What follows belongs to an exercise in optimizing a design on an open flow for small area and a short achievable clock period; a production flow would make more cautious choices. Function was checked by simulation only, so behaviour that the tests miss may differ from the original.

==> run E: inputs <==
==> flow/design.v <==
module top (
    clk, reset,
    imem_addr, imem_rdata,
    rf_we, rf_waddr, rf_wdata,
    dmem_we, dmem_waddr, dmem_wdata
);
input         clk, reset;
output [31:0] imem_addr;
input  [31:0] imem_rdata;
output        rf_we;
output [4:0]  rf_waddr;
output [31:0] rf_wdata;
output        dmem_we;
output [5:0]  dmem_waddr;
output [31:0] dmem_wdata;
wire [31:0] ins = imem_rdata;
wire [6:0]  op  = ins[6:0];
wire [2:0]  f3  = ins[14:12];
wire [6:0]  f7  = ins[31:25];
wire [4:0]  ra  = ins[19:15];
wire [4:0]  rb  = ins[24:20];
wire [4:0]  rd  = ins[11:7];
genvar g;
reg  [31:0]       pc;
reg  [32*32-1:32] rf_q;           
reg  [31:1]       rf_v;
reg  [64*32-1:0]  dm_q;           
reg  [63:0]       dm_v;
wire f3_alu = (f3 == 3'b000) | (f3 == 3'b110) | (f3 == 3'b111);
wire is_r   = (op == 7'b0110011) & f3_alu &
              ((f7 == 7'b0000000) | ((f7 == 7'b0100000) & (f3 == 3'b000)));
wire is_i   = (op == 7'b0010011) & f3_alu;
wire is_lw  = (op == 7'b0000011) & (f3 == 3'b010);
wire is_sw  = (op == 7'b0100011) & (f3 == 3'b010);
wire is_beq = (op == 7'b1100011) & (f3 == 3'b000);
wire f3_lw  = (f3 == 3'b010);     
wire [31:0] a, b;
wire [31:1] ra_seln, rb_seln;
generate
    for (g = 1; g < 32; g = g + 1) begin : RSEL
        assign ra_seln[g] = ~((ra == g) & rf_v[g]);
        assign rb_seln[g] = ~((rb == g) & rf_v[g]);
    end
endgenerate
wire [31:0] rf_v0 = {rf_v, 1'b0};
rd31 rda (.seln(ra_seln), .zn(rf_v0[ra]), .d(rf_q), .q(a));
rd31 rdb (.seln(rb_seln), .zn(rf_v0[rb]), .d(rf_q), .q(b));
wire [31:0] imm_i = {{20{ins[31]}}, ins[31:20]};
wire        sub   = ins[5] & ins[30];             
wire [31:0] opb   = ins[5] ? b : imm_i;           
wire [31:0] sum;
add32 addr (.a(a), .b(opb ^ {32{sub}}), .cin(sub), .s(sum));
wire [31:0] alu   = f3[2] ? (f3[0] ? (a & opb) : (a | opb)) : sum;
wire [7:0]  imm_m = ins[5] ? {ins[27:25], ins[11:7]} : ins[27:20];    
wire [7:0]  maddr = a[7:0] + imm_m;
wire [5:0]  mw    = maddr[7:2];
wire [63:0] msel;
sad_dec sad (.x(a[7:0]), .y(imm_m), .en(dm_v & {64{f3_lw}}), .sel(msel));
wire [31:0] res;
rd64 rdm (.sel(msel), .d(dm_q), .xn(~(alu & {32{~f3_lw}})), .q(res));
assign rf_we      = (is_r | is_i | is_lw) & (rd != 5'b0);
assign rf_waddr   = rd;
assign rf_wdata   = res;
assign dmem_we    = is_sw;
assign dmem_waddr = mw;
assign dmem_wdata = b;
assign imem_addr  = pc;
wire [31:0] imm_b = {{19{ins[31]}}, ins[31], ins[7], ins[30:25], ins[11:8], 1'b0};
wire        taken = is_beq & (a == b);
wire [31:0] npc   = taken ? pc + imm_b : pc + 32'd4;
always @(posedge clk or posedge reset) begin
    if (reset) pc <= 32'b0;
    else       pc <= npc;
end
wire [31:1] rf_wsel;
wire [63:0] dm_wsel;
generate
    for (g = 1; g < 32; g = g + 1) begin : RFS
        assign rf_wsel[g] = rf_we & (rd == g);
    end
    for (g = 0; g < 64; g = g + 1) begin : DMS
        assign dm_wsel[g] = is_sw & (mw == g);
    end
endgenerate
always @(posedge clk or posedge reset) begin
    if (reset) begin
        rf_v <= 31'b0;
        dm_v <= 64'b0;
    end else begin
        rf_v <= rf_v | rf_wsel;
        dm_v <= dm_v | dm_wsel;
    end
end
wire [32*32-1:32] rf_d;
wire [64*32-1:0]  dm_d;
generate
    for (g = 1; g < 32; g = g + 1) begin : RFH
        hold_word h (.we(rf_wsel[g]), .wen(~rf_wsel[g]), .d(res), .q(rf_q[32*g +: 32]), .x(rf_d[32*g +: 32]));
    end
    for (g = 0; g < 64; g = g + 1) begin : DMH
        hold_word h (.we(dm_wsel[g]), .wen(~dm_wsel[g]), .d(b), .q(dm_q[32*g +: 32]), .x(dm_d[32*g +: 32]));
    end
endgenerate
always @(posedge clk) begin
    rf_q <= rf_d;
    dm_q <= dm_d;
end
endmodule
module hold_word (we, wen, d, q, x);
input         we, wen;
input  [31:0] d, q;
output [31:0] x;
generate
    genvar i;
    for (i = 0; i < 32; i = i + 1) begin : B
        hold_bit hb (.we(we), .wen(wen), .d(d[i]), .q(q[i]), .x(x[i]));
    end
endgenerate
endmodule
module hold_bit (we, wen, d, q, x);
input  we, wen, d, q;
output x;
assign x = (we & d) | (wen & q);
endmodule
module rd31 (seln, zn, d, q);
input  [31:1]       seln;
input               zn;           
input  [32*32-1:32] d;
output [31:0]       q;
genvar i, k;
generate
    for (i = 0; i < 32; i = i + 1) begin : B
        wire [15:0] z;            
        wire [7:0]  w;
        wire [1:0]  v;
        for (k = 0; k < 15; k = k + 1) begin : L1
            c_o22ai u (.a1(seln[2*k+1]), .a2(d[32*(2*k+1) + i]),
                       .b1(seln[2*k+2]), .b2(d[32*(2*k+2) + i]), .y(z[k]));
        end
        c_o21ai u31 (.a1(seln[31]), .a2(d[32*31 + i]), .b1(zn), .y(z[15]));
        for (k = 0; k < 8; k = k + 1) begin : L2
            c_nor2 u (.a(z[2*k]), .b(z[2*k+1]), .y(w[k]));
        end
        c_nand4 u3a (.a(w[0]), .b(w[1]), .c(w[2]), .d(w[3]), .y(v[0]));
        c_nand4 u3b (.a(w[4]), .b(w[5]), .c(w[6]), .d(w[7]), .y(v[1]));
        c_nor2 u4 (.a(v[0]), .b(v[1]), .y(q[i]));
    end
endgenerate
endmodule
module rd64 (sel, d, xn, q);
input  [63:0]       sel;
input  [64*32-1:0]  d;
input  [31:0]       xn;           
output [31:0]       q;
genvar i, k;
generate
    for (i = 0; i < 32; i = i + 1) begin : B
        wire [21:0] l1;
        wire [5:0]  l2;
        wire [1:0]  l3;
        for (k = 0; k < 21; k = k + 1) begin : L1
            c_a222oi u (.a1(sel[3*k]), .a2(d[32*(3*k) + i]),
                        .b1(sel[3*k+1]), .b2(d[32*(3*k+1) + i]),
                        .c1(sel[3*k+2]), .c2(d[32*(3*k+2) + i]), .y(l1[k]));
        end
        c_nand2 u63 (.a(sel[63]), .b(d[32*63 + i]), .y(l1[21]));
        for (k = 0; k < 5; k = k + 1) begin : L2
            c_nand4 u (.a(l1[4*k]), .b(l1[4*k+1]), .c(l1[4*k+2]), .d(l1[4*k+3]), .y(l2[k]));
        end
        c_nand2 u2 (.a(l1[20]), .b(l1[21]), .y(l2[5]));
        c_nor3 u3a (.a(l2[0]), .b(l2[1]), .c(l2[2]), .y(l3[0]));
        c_nor3 u3b (.a(l2[3]), .b(l2[4]), .c(l2[5]), .y(l3[1]));
        c_nand3 u4 (.a(l3[0]), .b(l3[1]), .c(xn[i]), .y(q[i]));
    end
endgenerate
endmodule
module c_o22ai (a1, a2, b1, b2, y);
input  a1, a2, b1, b2;
output y;
assign y = ~((a1 | a2) & (b1 | b2));
endmodule
module c_nor2 (a, b, y);
input  a, b;
output y;
assign y = ~(a | b);
endmodule
module c_o21ai (a1, a2, b1, y);
input  a1, a2, b1;
output y;
assign y = ~((a1 | a2) & b1);
endmodule
module c_nand4 (a, b, c, d, y);
input  a, b, c, d;
output y;
assign y = ~(a & b & c & d);
endmodule
module sad_dec (x, y, en, sel);
input  [7:0]  x, y;
input  [63:0] en;
output [63:0] sel;
wire [7:0] p, gg, t;
genvar g;
generate
    for (g = 0; g < 8; g = g + 1) begin : PGT
        cell_xor2 ux (.a(x[g]), .b(y[g]), .y(p[g]));
        cell_and2 ua (.a(x[g]), .b(y[g]), .y(gg[g]));
        cell_or2  uo (.a(x[g]), .b(y[g]), .y(t[g]));
    end
endgenerate
wire       c2 = gg[1] | (p[1] & gg[0]);
wire [1:0] e2 = {p[2] ^ c2, ~(p[2] ^ c2)};
wire [3:0] e3, e4, e5, e6, e7;
generate
    for (g = 0; g < 4; g = g + 1) begin : E
        assign e3[g] = ~(p[3] ^ g[1] ^ (g[0] ? gg[2] : t[2]));
        assign e4[g] = ~(p[4] ^ g[1] ^ (g[0] ? gg[3] : t[3]));
        assign e5[g] = ~(p[5] ^ g[1] ^ (g[0] ? gg[4] : t[4]));
        assign e6[g] = ~(p[6] ^ g[1] ^ (g[0] ? gg[5] : t[5]));
        assign e7[g] = ~(p[7] ^ g[1] ^ (g[0] ? gg[6] : t[6]));
    end
    for (g = 0; g < 64; g = g + 1) begin : S
        assign sel[g] = (en[g] & e2[g & 1] & e3[(g >> 0) & 3] & e4[(g >> 1) & 3] &
                        e5[(g >> 2) & 3] & e6[(g >> 3) & 3] & e7[(g >> 4) & 3]);
    end
endgenerate
endmodule
module cell_xor2 (a, b, y);
input a, b;
output y;
assign y = a ^ b;
endmodule
module cell_and2 (a, b, y);
input a, b;
output y;
assign y = a & b;
endmodule
module cell_or2 (a, b, y);
input a, b;
output y;
assign y = a | b;
endmodule
module add32 (a, b, cin, s);
input  [31:0] a, b;
input         cin;
output [31:0] s;
wire [31:0] p, g;
wire [31:0] G [0:5];
wire [31:0] P [0:5];
genvar l, i;
generate
    for (i = 0; i < 32; i = i + 1) begin : PG
        cell_xor2 ux (.a(a[i]), .b(b[i]), .y(p[i]));
        cell_and2 ua (.a(a[i]), .b(b[i]), .y(g[i]));
    end
endgenerate
c_ao21 ug0 (.a1(p[0]), .a2(cin), .b1(g[0]), .x(G[0][0]));
assign G[0][31:1] = g[31:1];
assign P[0] = p;
generate
    for (l = 0; l < 5; l = l + 1) begin : LV
        for (i = 0; i < 32; i = i + 1) begin : B
            if (i >= (1 << l)) begin : C
                c_ao21 ug (.a1(P[l][i]), .a2(G[l][i - (1 << l)]), .b1(G[l][i]), .x(G[l+1][i]));
                if (i >= (2 << l) && l < 4) begin : PP
                    cell_and2 up (.a(P[l][i]), .b(P[l][i - (1 << l)]), .y(P[l+1][i]));
                end else begin : NP
                    assign P[l+1][i] = 1'b0;
                end
            end else begin : N
                assign G[l+1][i] = G[l][i];
                assign P[l+1][i] = 1'b0;
            end
        end
    end
    for (i = 0; i < 32; i = i + 1) begin : S
        if (i == 0) begin : S0
            cell_xor2 us (.a(p[0]), .b(cin), .y(s[0]));
        end else begin : SI
            cell_xor2 us (.a(p[i]), .b(G[5][i-1]), .y(s[i]));
        end
    end
endgenerate
endmodule
module c_ao21 (a1, a2, b1, x);
input  a1, a2, b1;
output x;
assign x = (a1 & a2) | b1;
endmodule
module c_a222oi (a1, a2, b1, b2, c1, c2, y);
input  a1, a2, b1, b2, c1, c2;
output y;
assign y = ~((a1 & a2) | (b1 & b2) | (c1 & c2));
endmodule
module c_nand3 (a, b, c, y);
input  a, b, c;
output y;
assign y = ~(a & b & c);
endmodule
module c_nand2 (a, b, y);
input  a, b;
output y;
assign y = ~(a & b);
endmodule
module c_nor3 (a, b, c, y);
input  a, b, c;
output y;
assign y = ~(a | b | c);
endmodule
==> flow/run.sh <==
#!/bin/bash
# synth_recipe.tcl (not shown) runs the flow's synth.tcl, then flattens the netlist and writes it again
# the make line also repeats each setting of config.mk as NAME=value (left out here)
make -C /OpenROAD-flow-scripts/flow DESIGN_CONFIG=/design/flow/config.mk WORK_HOME=/design/flow/orfs CLKGATE_MAP_FILE= SYNTH_SCRIPT=/design/flow/synth_recipe.tcl finish
==> flow/config.mk <==
export PLATFORM = sky130hd
export DESIGN_NAME = top
export DESIGN_NICKNAME = top
export VERILOG_FILES = /design/flow/design.v
export SDC_FILE = /design/flow/constraint.sdc
export NUM_CORES = 4
export LEC_CHECK = 0
export CAP_MARGIN = 20
export CORE_MARGIN = 2
export CORE_UTILIZATION = 55
export CTS_CLUSTER_DIAMETER = 80
export CTS_CLUSTER_SIZE = 25
export PLACE_DENSITY = 0.65
export SETUP_SLACK_MARGIN = 3
export SLEW_MARGIN = 20
export SYNTH_HIERARCHICAL = 1
==> flow/constraint.sdc <==
create_clock -name core_clock -period 13.0 [get_ports {clk}]
set_input_delay 2.6000 -clock core_clock [delete_from_list [all_inputs] [get_ports {clk}]]
set_output_delay 2.6000 -clock core_clock [all_outputs]
set_load 0.01 [all_outputs]
==> inputs of run G, as changes to run E <==
==> flow/design.v, changed modules only <==
module top (
    clk, reset,
    imem_addr, imem_rdata,
    rf_we, rf_waddr, rf_wdata,
    dmem_we, dmem_waddr, dmem_wdata
);
input         clk, reset;
output [31:0] imem_addr;
input  [31:0] imem_rdata;
output        rf_we;
output [4:0]  rf_waddr;
output [31:0] rf_wdata;
output        dmem_we;
output [5:0]  dmem_waddr;
output [31:0] dmem_wdata;
wire [31:0] ins = imem_rdata;
wire [6:0]  op  = ins[6:0];
wire [2:0]  f3  = ins[14:12];
wire [6:0]  f7  = ins[31:25];
wire [4:0]  ra  = ins[19:15];
wire [4:0]  rb  = ins[24:20];
wire [4:0]  rd  = ins[11:7];
genvar g;
reg  [31:0]       pc;
reg  [32*32-1:32] rf_q;           
reg  [31:1]       rf_v;
reg  [64*32-1:0]  dm_q;           
reg  [63:0]       dm_v;
wire f3_alu = (f3 == 3'b000) | (f3 == 3'b110) | (f3 == 3'b111);
wire is_r   = (op == 7'b0110011) & f3_alu &
              ((f7 == 7'b0000000) | ((f7 == 7'b0100000) & (f3 == 3'b000)));
wire is_i   = (op == 7'b0010011) & f3_alu;
wire is_lw  = (op == 7'b0000011) & (f3 == 3'b010);
wire is_sw  = (op == 7'b0100011) & (f3 == 3'b010);
wire is_beq = (op == 7'b1100011) & (f3 == 3'b000);
wire f3_lw  = (f3 == 3'b010);     
wire [31:0] a, b;
wire [31:1] ra_seln, rb_seln;
generate
    for (g = 1; g < 32; g = g + 1) begin : RSEL
        assign ra_seln[g] = ~((ra == g) & rf_v[g]);
        assign rb_seln[g] = ~((rb == g) & rf_v[g]);
    end
endgenerate
rd31 rda (.seln(ra_seln), .none(&ra_seln), .d(rf_q), .q(a));
rd31 rdb (.seln(rb_seln), .none(&rb_seln), .d(rf_q), .q(b));
wire [31:0] imm_i = {{20{ins[31]}}, ins[31:20]};
wire        sub   = ins[5] & ins[30];             
wire [31:0] opb   = ins[5] ? b : imm_i;           
wire [31:0] sum;
add32 addr (.a(a), .b(opb ^ {32{sub}}), .cin(sub), .s(sum));
wire [31:0] alu   = f3[2] ? (f3[0] ? (a & opb) : (a | opb)) : sum;
wire [7:0]  imm_m = ins[5] ? {ins[27:25], ins[11:7]} : ins[27:20];    
wire [7:0]  maddr = a[7:0] + imm_m;
wire [5:0]  mw    = maddr[7:2];
wire [63:0] mseln;
sad_dec sad (.x(a[7:0]), .y(imm_m), .seln(mseln));
wire [31:0] res;
rd64 rdm (.seln(mseln), .d(dm_q), .v(dm_v & {64{f3_lw}}), .x(alu & {32{~f3_lw}}), .q(res));
assign rf_we      = (is_r | is_i | is_lw) & (rd != 5'b0);
assign rf_waddr   = rd;
assign rf_wdata   = res;
assign dmem_we    = is_sw;
assign dmem_waddr = mw;
assign dmem_wdata = b;
assign imem_addr  = pc;
wire [31:0] imm_b = {{19{ins[31]}}, ins[31], ins[7], ins[30:25], ins[11:8], 1'b0};
wire        taken = is_beq & (a == b);
wire [31:0] npc   = taken ? pc + imm_b : pc + 32'd4;
always @(posedge clk or posedge reset) begin
    if (reset) pc <= 32'b0;
    else       pc <= npc;
end
wire [31:1] rf_wsel;
wire [63:0] dm_wsel;
generate
    for (g = 1; g < 32; g = g + 1) begin : RFS
        assign rf_wsel[g] = rf_we & (rd == g);
    end
    for (g = 0; g < 64; g = g + 1) begin : DMS
        assign dm_wsel[g] = is_sw & (mw == g);
    end
endgenerate
always @(posedge clk or posedge reset) begin
    if (reset) begin
        rf_v <= 31'b0;
        dm_v <= 64'b0;
    end else begin
        rf_v <= rf_v | rf_wsel;
        dm_v <= dm_v | dm_wsel;
    end
end
wire [32*32-1:32] rf_d;
wire [64*32-1:0]  dm_d;
generate
    for (g = 1; g < 32; g = g + 1) begin : RFH
        hold_word h (.we(rf_wsel[g]), .wen(~rf_wsel[g]), .d(res), .q(rf_q[32*g +: 32]), .x(rf_d[32*g +: 32]));
    end
    for (g = 0; g < 64; g = g + 1) begin : DMH
        hold_word h (.we(dm_wsel[g]), .wen(~dm_wsel[g]), .d(b), .q(dm_q[32*g +: 32]), .x(dm_d[32*g +: 32]));
    end
endgenerate
always @(posedge clk) begin
    rf_q <= rf_d;
    dm_q <= dm_d;
end
endmodule
module rd31 (seln, none, d, q);
input  [31:1]       seln;
input               none;         
input  [32*32-1:32] d;
output [31:0]       q;
genvar i, k;
generate
    for (i = 0; i < 32; i = i + 1) begin : B
        wire [15:0] z;            
        wire [7:0]  w;
        wire [1:0]  v;
        for (k = 0; k < 15; k = k + 1) begin : L1
            c_o22ai u (.a1(seln[2*k+1]), .a2(d[32*(2*k+1) + i]),
                       .b1(seln[2*k+2]), .b2(d[32*(2*k+2) + i]), .y(z[k]));
        end
        c_nor2 u31 (.a(seln[31]), .b(d[32*31 + i]), .y(z[15]));
        for (k = 0; k < 8; k = k + 1) begin : L2
            c_nor2 u (.a(z[2*k]), .b(z[2*k+1]), .y(w[k]));
        end
        c_nand4 u3a (.a(w[0]), .b(w[1]), .c(w[2]), .d(w[3]), .y(v[0]));
        c_nand4 u3b (.a(w[4]), .b(w[5]), .c(w[6]), .d(w[7]), .y(v[1]));
        c_nor3 u4 (.a(v[0]), .b(v[1]), .c(none), .y(q[i]));
    end
endgenerate
endmodule
module rd64 (seln, d, v, x, q);
input  [63:0]       seln;
input  [64*32-1:0]  d;
input  [63:0]       v;
input  [31:0]       x;
output [31:0]       q;
genvar i, k;
wire [1:0] uv;
generate
    for (i = 0; i < 33; i = i + 1) begin : B
        wire [31:0] z;            
        wire [15:0] w;
        wire [3:0]  t;
        wire [1:0]  u;
        for (k = 0; k < 32; k = k + 1) begin : L1
            if (i < 32) begin : D
                c_o22ai u (.a1(seln[2*k]), .a2(d[32*(2*k) + i]),
                           .b1(seln[2*k+1]), .b2(d[32*(2*k+1) + i]), .y(z[k]));
            end else begin : V
                c_o22ai u (.a1(seln[2*k]), .a2(v[2*k]),
                           .b1(seln[2*k+1]), .b2(v[2*k+1]), .y(z[k]));
            end
        end
        for (k = 0; k < 16; k = k + 1) begin : L2
            c_nor2 u (.a(z[2*k]), .b(z[2*k+1]), .y(w[k]));
        end
        for (k = 0; k < 4; k = k + 1) begin : L3
            c_nand4 u (.a(w[4*k]), .b(w[4*k+1]), .c(w[4*k+2]), .d(w[4*k+3]), .y(t[k]));
        end
        c_nor2 u4a (.a(t[0]), .b(t[1]), .y(u[0]));
        c_nor2 u4b (.a(t[2]), .b(t[3]), .y(u[1]));
        if (i < 32) begin : Q
            c_a41o u5 (.a1(u[0]), .a2(u[1]), .a3(uv[0]), .a4(uv[1]), .b1(x[i]), .x(q[i]));
        end else begin : VQ
            assign uv = u;
        end
    end
endgenerate
endmodule
module c_a41o (a1, a2, a3, a4, b1, x);
input  a1, a2, a3, a4, b1;
output x;
assign x = (a1 & a2 & a3 & a4) | b1;
endmodule
module sad_dec (x, y, seln);
input  [7:0]  x, y;
output [63:0] seln;
wire [7:0] p, gg, t;
genvar g;
generate
    for (g = 0; g < 8; g = g + 1) begin : PGT
        cell_xor2 ux (.a(x[g]), .b(y[g]), .y(p[g]));
        cell_and2 ua (.a(x[g]), .b(y[g]), .y(gg[g]));
        cell_or2  uo (.a(x[g]), .b(y[g]), .y(t[g]));
    end
endgenerate
wire       c2 = gg[1] | (p[1] & gg[0]);
wire [1:0] e2 = {p[2] ^ c2, ~(p[2] ^ c2)};
wire [3:0] e3, e4, e5, e6, e7;
generate
    for (g = 0; g < 4; g = g + 1) begin : E
        assign e3[g] = ~(p[3] ^ g[1] ^ (g[0] ? gg[2] : t[2]));
        assign e4[g] = ~(p[4] ^ g[1] ^ (g[0] ? gg[3] : t[3]));
        assign e5[g] = ~(p[5] ^ g[1] ^ (g[0] ? gg[4] : t[4]));
        assign e6[g] = ~(p[6] ^ g[1] ^ (g[0] ? gg[5] : t[5]));
        assign e7[g] = ~(p[7] ^ g[1] ^ (g[0] ? gg[6] : t[6]));
    end
    for (g = 0; g < 64; g = g + 1) begin : S
        assign seln[g] = ~(e2[g & 1] & e3[(g >> 0) & 3] & e4[(g >> 1) & 3] &
                        e5[(g >> 2) & 3] & e6[(g >> 3) & 3] & e7[(g >> 4) & 3]);
    end
endgenerate
endmodule
// module c_o21ai removed
// module c_a222oi removed
// module c_nand3 removed
// module c_nand2 removed
CORE_UTILIZATION = 60   (was 55)
PLACE_DENSITY = 0.7   (was 0.65)
==> inputs of run A, as changes to run E <==
==> flow/design.v, changed modules only <==
module top (
    clk, reset,
    imem_addr, imem_rdata,
    rf_we, rf_waddr, rf_wdata,
    dmem_we, dmem_waddr, dmem_wdata
);
input         clk, reset;
output [31:0] imem_addr;
input  [31:0] imem_rdata;
output        rf_we;
output [4:0]  rf_waddr;
output [31:0] rf_wdata;
output        dmem_we;
output [5:0]  dmem_waddr;
output [31:0] dmem_wdata;
wire [31:0] ins = imem_rdata;
wire [6:0]  op  = ins[6:0];
wire [2:0]  f3  = ins[14:12];
wire [6:0]  f7  = ins[31:25];
wire [4:0]  ra  = ins[19:15];
wire [4:0]  rb  = ins[24:20];
wire [4:0]  rd  = ins[11:7];
genvar g;
reg  [31:0]       pc;
reg  [32*32-1:32] rf_q;           
reg  [31:1]       rf_v;
reg  [64*32-1:0]  dm_q;           
reg  [63:0]       dm_v;
wire f3_alu = (f3 == 3'b000) | (f3 == 3'b110) | (f3 == 3'b111);
wire is_r   = (op == 7'b0110011) & f3_alu &
              ((f7 == 7'b0000000) | ((f7 == 7'b0100000) & (f3 == 3'b000)));
wire is_i   = (op == 7'b0010011) & f3_alu;
wire is_lw  = (op == 7'b0000011) & (f3 == 3'b010);
wire is_sw  = (op == 7'b0100011) & (f3 == 3'b010);
wire is_beq = (op == 7'b1100011) & (f3 == 3'b000);
wire f3_lw  = (f3 == 3'b010);     
wire [31:0] a, b;
wire [31:1] ra_sel, rb_sel;
generate
    for (g = 1; g < 32; g = g + 1) begin : RSEL
        assign ra_sel[g] = (ra == g) & rf_v[g];
        assign rb_sel[g] = (rb == g) & rf_v[g];
    end
endgenerate
wire [31:0] an, bn;
rd31 rda (.sel(ra_sel), .d(rf_q), .qn(an));
rd31 rdb (.sel(rb_sel), .d(rf_q), .qn(bn));
assign a = ~an;
assign b = ~bn;
wire [31:0] imm_i = {{20{ins[31]}}, ins[31:20]};
wire        sub   = ins[5] & ins[30];             
wire [31:0] opb   = ins[5] ? b : imm_i;           
wire [31:0] sum;
add32 addr (.a(a), .b(opb ^ {32{sub}}), .cin(sub), .s(sum));
wire [31:0] alu   = f3[2] ? (f3[0] ? (a & opb) : (a | opb)) : sum;
wire [7:0]  imm_m = ins[5] ? {ins[27:25], ins[11:7]} : ins[27:20];    
wire [7:0]  maddr = a[7:0] + imm_m;
wire [5:0]  mw    = maddr[7:2];
wire [63:0] msel;
sad_dec sad (.x(a[7:0]), .y(imm_m), .en(dm_v & {64{f3_lw}}), .sel(msel));
wire [31:0] res;
rd64 rdm (.sel(msel), .d(dm_q), .xn(~(alu & {32{~f3_lw}})), .q(res));
assign rf_we      = (is_r | is_i | is_lw) & (rd != 5'b0);
assign rf_waddr   = rd;
assign rf_wdata   = res;
assign dmem_we    = is_sw;
assign dmem_waddr = mw;
assign dmem_wdata = b;
assign imem_addr  = pc;
wire [31:0] imm_b = {{19{ins[31]}}, ins[31], ins[7], ins[30:25], ins[11:8], 1'b0};
wire        taken = is_beq & (a == b);
wire [31:0] npc   = taken ? pc + imm_b : pc + 32'd4;
always @(posedge clk or posedge reset) begin
    if (reset) pc <= 32'b0;
    else       pc <= npc;
end
wire [31:1] rf_wsel;
wire [63:0] dm_wsel;
generate
    for (g = 1; g < 32; g = g + 1) begin : RFS
        assign rf_wsel[g] = rf_we & (rd == g);
    end
    for (g = 0; g < 64; g = g + 1) begin : DMS
        assign dm_wsel[g] = is_sw & (mw == g);
    end
endgenerate
always @(posedge clk or posedge reset) begin
    if (reset) begin
        rf_v <= 31'b0;
        dm_v <= 64'b0;
    end else begin
        rf_v <= rf_v | rf_wsel;
        dm_v <= dm_v | dm_wsel;
    end
end
wire [32*32-1:32] rf_d;
wire [64*32-1:0]  dm_d;
generate
    for (g = 1; g < 32; g = g + 1) begin : RFH
        hold_word h (.we(rf_wsel[g]), .wen(~rf_wsel[g]), .d(res), .q(rf_q[32*g +: 32]), .x(rf_d[32*g +: 32]));
    end
    for (g = 0; g < 64; g = g + 1) begin : DMH
        hold_word h (.we(dm_wsel[g]), .wen(~dm_wsel[g]), .d(b), .q(dm_q[32*g +: 32]), .x(dm_d[32*g +: 32]));
    end
endgenerate
always @(posedge clk) begin
    rf_q <= rf_d;
    dm_q <= dm_d;
end
endmodule
module rd31 (sel, d, qn);
input  [31:1]       sel;
input  [32*32-1:32] d;
output [31:0]       qn;           
genvar i, k;
generate
    for (i = 0; i < 32; i = i + 1) begin : B
        wire [10:0] l1;
        wire [2:0]  l2;
        for (k = 0; k < 10; k = k + 1) begin : L1
            c_a222oi u (.a1(sel[3*k+1]), .a2(d[32*(3*k+1) + i]),
                        .b1(sel[3*k+2]), .b2(d[32*(3*k+2) + i]),
                        .c1(sel[3*k+3]), .c2(d[32*(3*k+3) + i]), .y(l1[k]));
        end
        c_nand2 u31 (.a(sel[31]), .b(d[32*31 + i]), .y(l1[10]));
        c_nand4 u2a (.a(l1[0]), .b(l1[1]), .c(l1[2]), .d(l1[3]), .y(l2[0]));
        c_nand4 u2b (.a(l1[4]), .b(l1[5]), .c(l1[6]), .d(l1[7]), .y(l2[1]));
        c_nand3 u2c (.a(l1[8]), .b(l1[9]), .c(l1[10]), .y(l2[2]));
        c_nor3 u3 (.a(l2[0]), .b(l2[1]), .c(l2[2]), .y(qn[i]));
    end
endgenerate
endmodule
module sad_dec (x, y, en, sel);
input  [7:0]  x, y;
input  [63:0] en;
output [63:0] sel;
wire [7:0] p, gg, t;
genvar g;
generate
    for (g = 0; g < 8; g = g + 1) begin : PGT
        cell_xor2 ux (.a(x[g]), .b(y[g]), .y(p[g]));
        cell_and2 ua (.a(x[g]), .b(y[g]), .y(gg[g]));
        cell_or2  uo (.a(x[g]), .b(y[g]), .y(t[g]));
    end
endgenerate
wire       c2 = gg[1] | (p[1] & gg[0]);
wire [1:0] e2 = {p[2] ^ c2, ~(p[2] ^ c2)};
wire [3:0] e3, e4, e5, e6, e7;
generate
    for (g = 0; g < 4; g = g + 1) begin : E
        assign e3[g] = ~(p[3] ^ g[1] ^ (g[0] ? gg[2] : t[2]));
        assign e4[g] = ~(p[4] ^ g[1] ^ (g[0] ? gg[3] : t[3]));
        assign e5[g] = ~(p[5] ^ g[1] ^ (g[0] ? gg[4] : t[4]));
        assign e6[g] = ~(p[6] ^ g[1] ^ (g[0] ? gg[5] : t[5]));
        assign e7[g] = ~(p[7] ^ g[1] ^ (g[0] ? gg[6] : t[6]));
    end
    for (g = 0; g < 64; g = g + 1) begin : S
        assign sel[g] = en[g] & e2[g & 1] & e3[(g >> 0) & 3] & e4[(g >> 1) & 3] &
                        e5[(g >> 2) & 3] & e6[(g >> 3) & 3] & e7[(g >> 4) & 3];
    end
endgenerate
endmodule
// module c_o22ai removed
// module c_nor2 removed
// module c_o21ai removed
CORE_UTILIZATION = 57   (was 55)
PLACE_DENSITY = 0.67   (was 0.65)
==> run summary <==
Minimum clock period - 11.08 ns
Mux contribution to synthesized area - 0.211%
Commonest non-fill, non-tap cells in the layout - 3040 x a22o_1, 3040 x dfxtp_1, 1312 x a222oi_1, 818 x buf_4, 303 x nand4_1
CTS resizes - 611
Placer congestion estimate - 1.02
Total length of routed met3 wires - 94000 µm
Antenna cells - 9
Seq/total area - 44.9%
CP max stage delay - 0.67 ns
Routing usage on met1 - 63.2%
Status - timing/DRC/antenna clean
Sequential area share after synthesis - 53.5%
# the run above: run A

==> run summary <==
Status - timing/DRC/antenna clean
Seq/total area - 43.6%
Placer congestion estimate - 1.11
Met3 Resource Use GR - 23.6%
Routing usage on met1 - 63.5%
Commonest non-fill, non-tap cells in the layout - 3042 x a22o_1, 3040 x dfxtp_1, 1936 x o22ai_1, 1070 x nor2_1, 808 x buf_4
CP max stage delay - 0.79 ns
Minimum clock period - 11.18 ns
CTS resizes - 804
# the run above: run G

==> run summary <==
Seq/total area - 45.4%
Sequential area share after synthesis - 53.3%
Commonest non-fill, non-tap cells in the layout - 3040 x a22o_1, 3040 x dfxtp_1, 961 x o22ai_1, 702 x buf_4, 672 x a222oi_1
CP max stage delay - 0.78 ns
CTS resizes - 336
Status - timing/DRC/antenna clean
Worst slack, placed - -0.117 ns
Detailed-route wire length per cell - 37.7 µm
Routing usage on met1 - 62.1%
Largest register FFs - 2048
# the run above: run E

## what the ideal ports hide
No port has a modelled driver above. Below, the same layouts with a new extraction and two added sets of constraints.
Step 1 (the two cells are an assumption about what drives the block):
set clk [get_ports {clk}]
set_driving_cell -lib_cell sky130_fd_sc_hd__clkbuf_16 $clk
set_driving_cell -lib_cell sky130_fd_sc_hd__buf_2 [delete_from_list [all_inputs] $clk]
Step 2 also shifts input and output timing later by t, the mid clock arrival at the registers, as if the neighbouring blocks saw the same clock.
Slacks: ideal / step 1 / step 2; pairs: ideal / step 1.
run	t, ns	slack for setup (ns)	worst hold slack (ns)	worst setup path at the end	clock arrival spread, ns
run E	0.961	1.476 / 1.368 / 1.368	0.461 / 0.461 / 0.461	input to output	0.044 / 0.044
run G	0.985	1.815 / 1.760 / 1.760	0.463 / 0.463 / 0.463	input to output	0.060 / 0.060
run A	0.943	1.922 / 1.830 / 1.830	0.458 / 0.458 / 0.458	input to output	0.069 / 0.070
After both steps every run listed still meets setup and hold. For run E, which loses most, drivers alone change the setup slack by -0.108 ns; drivers and shift together by -0.108 ns.
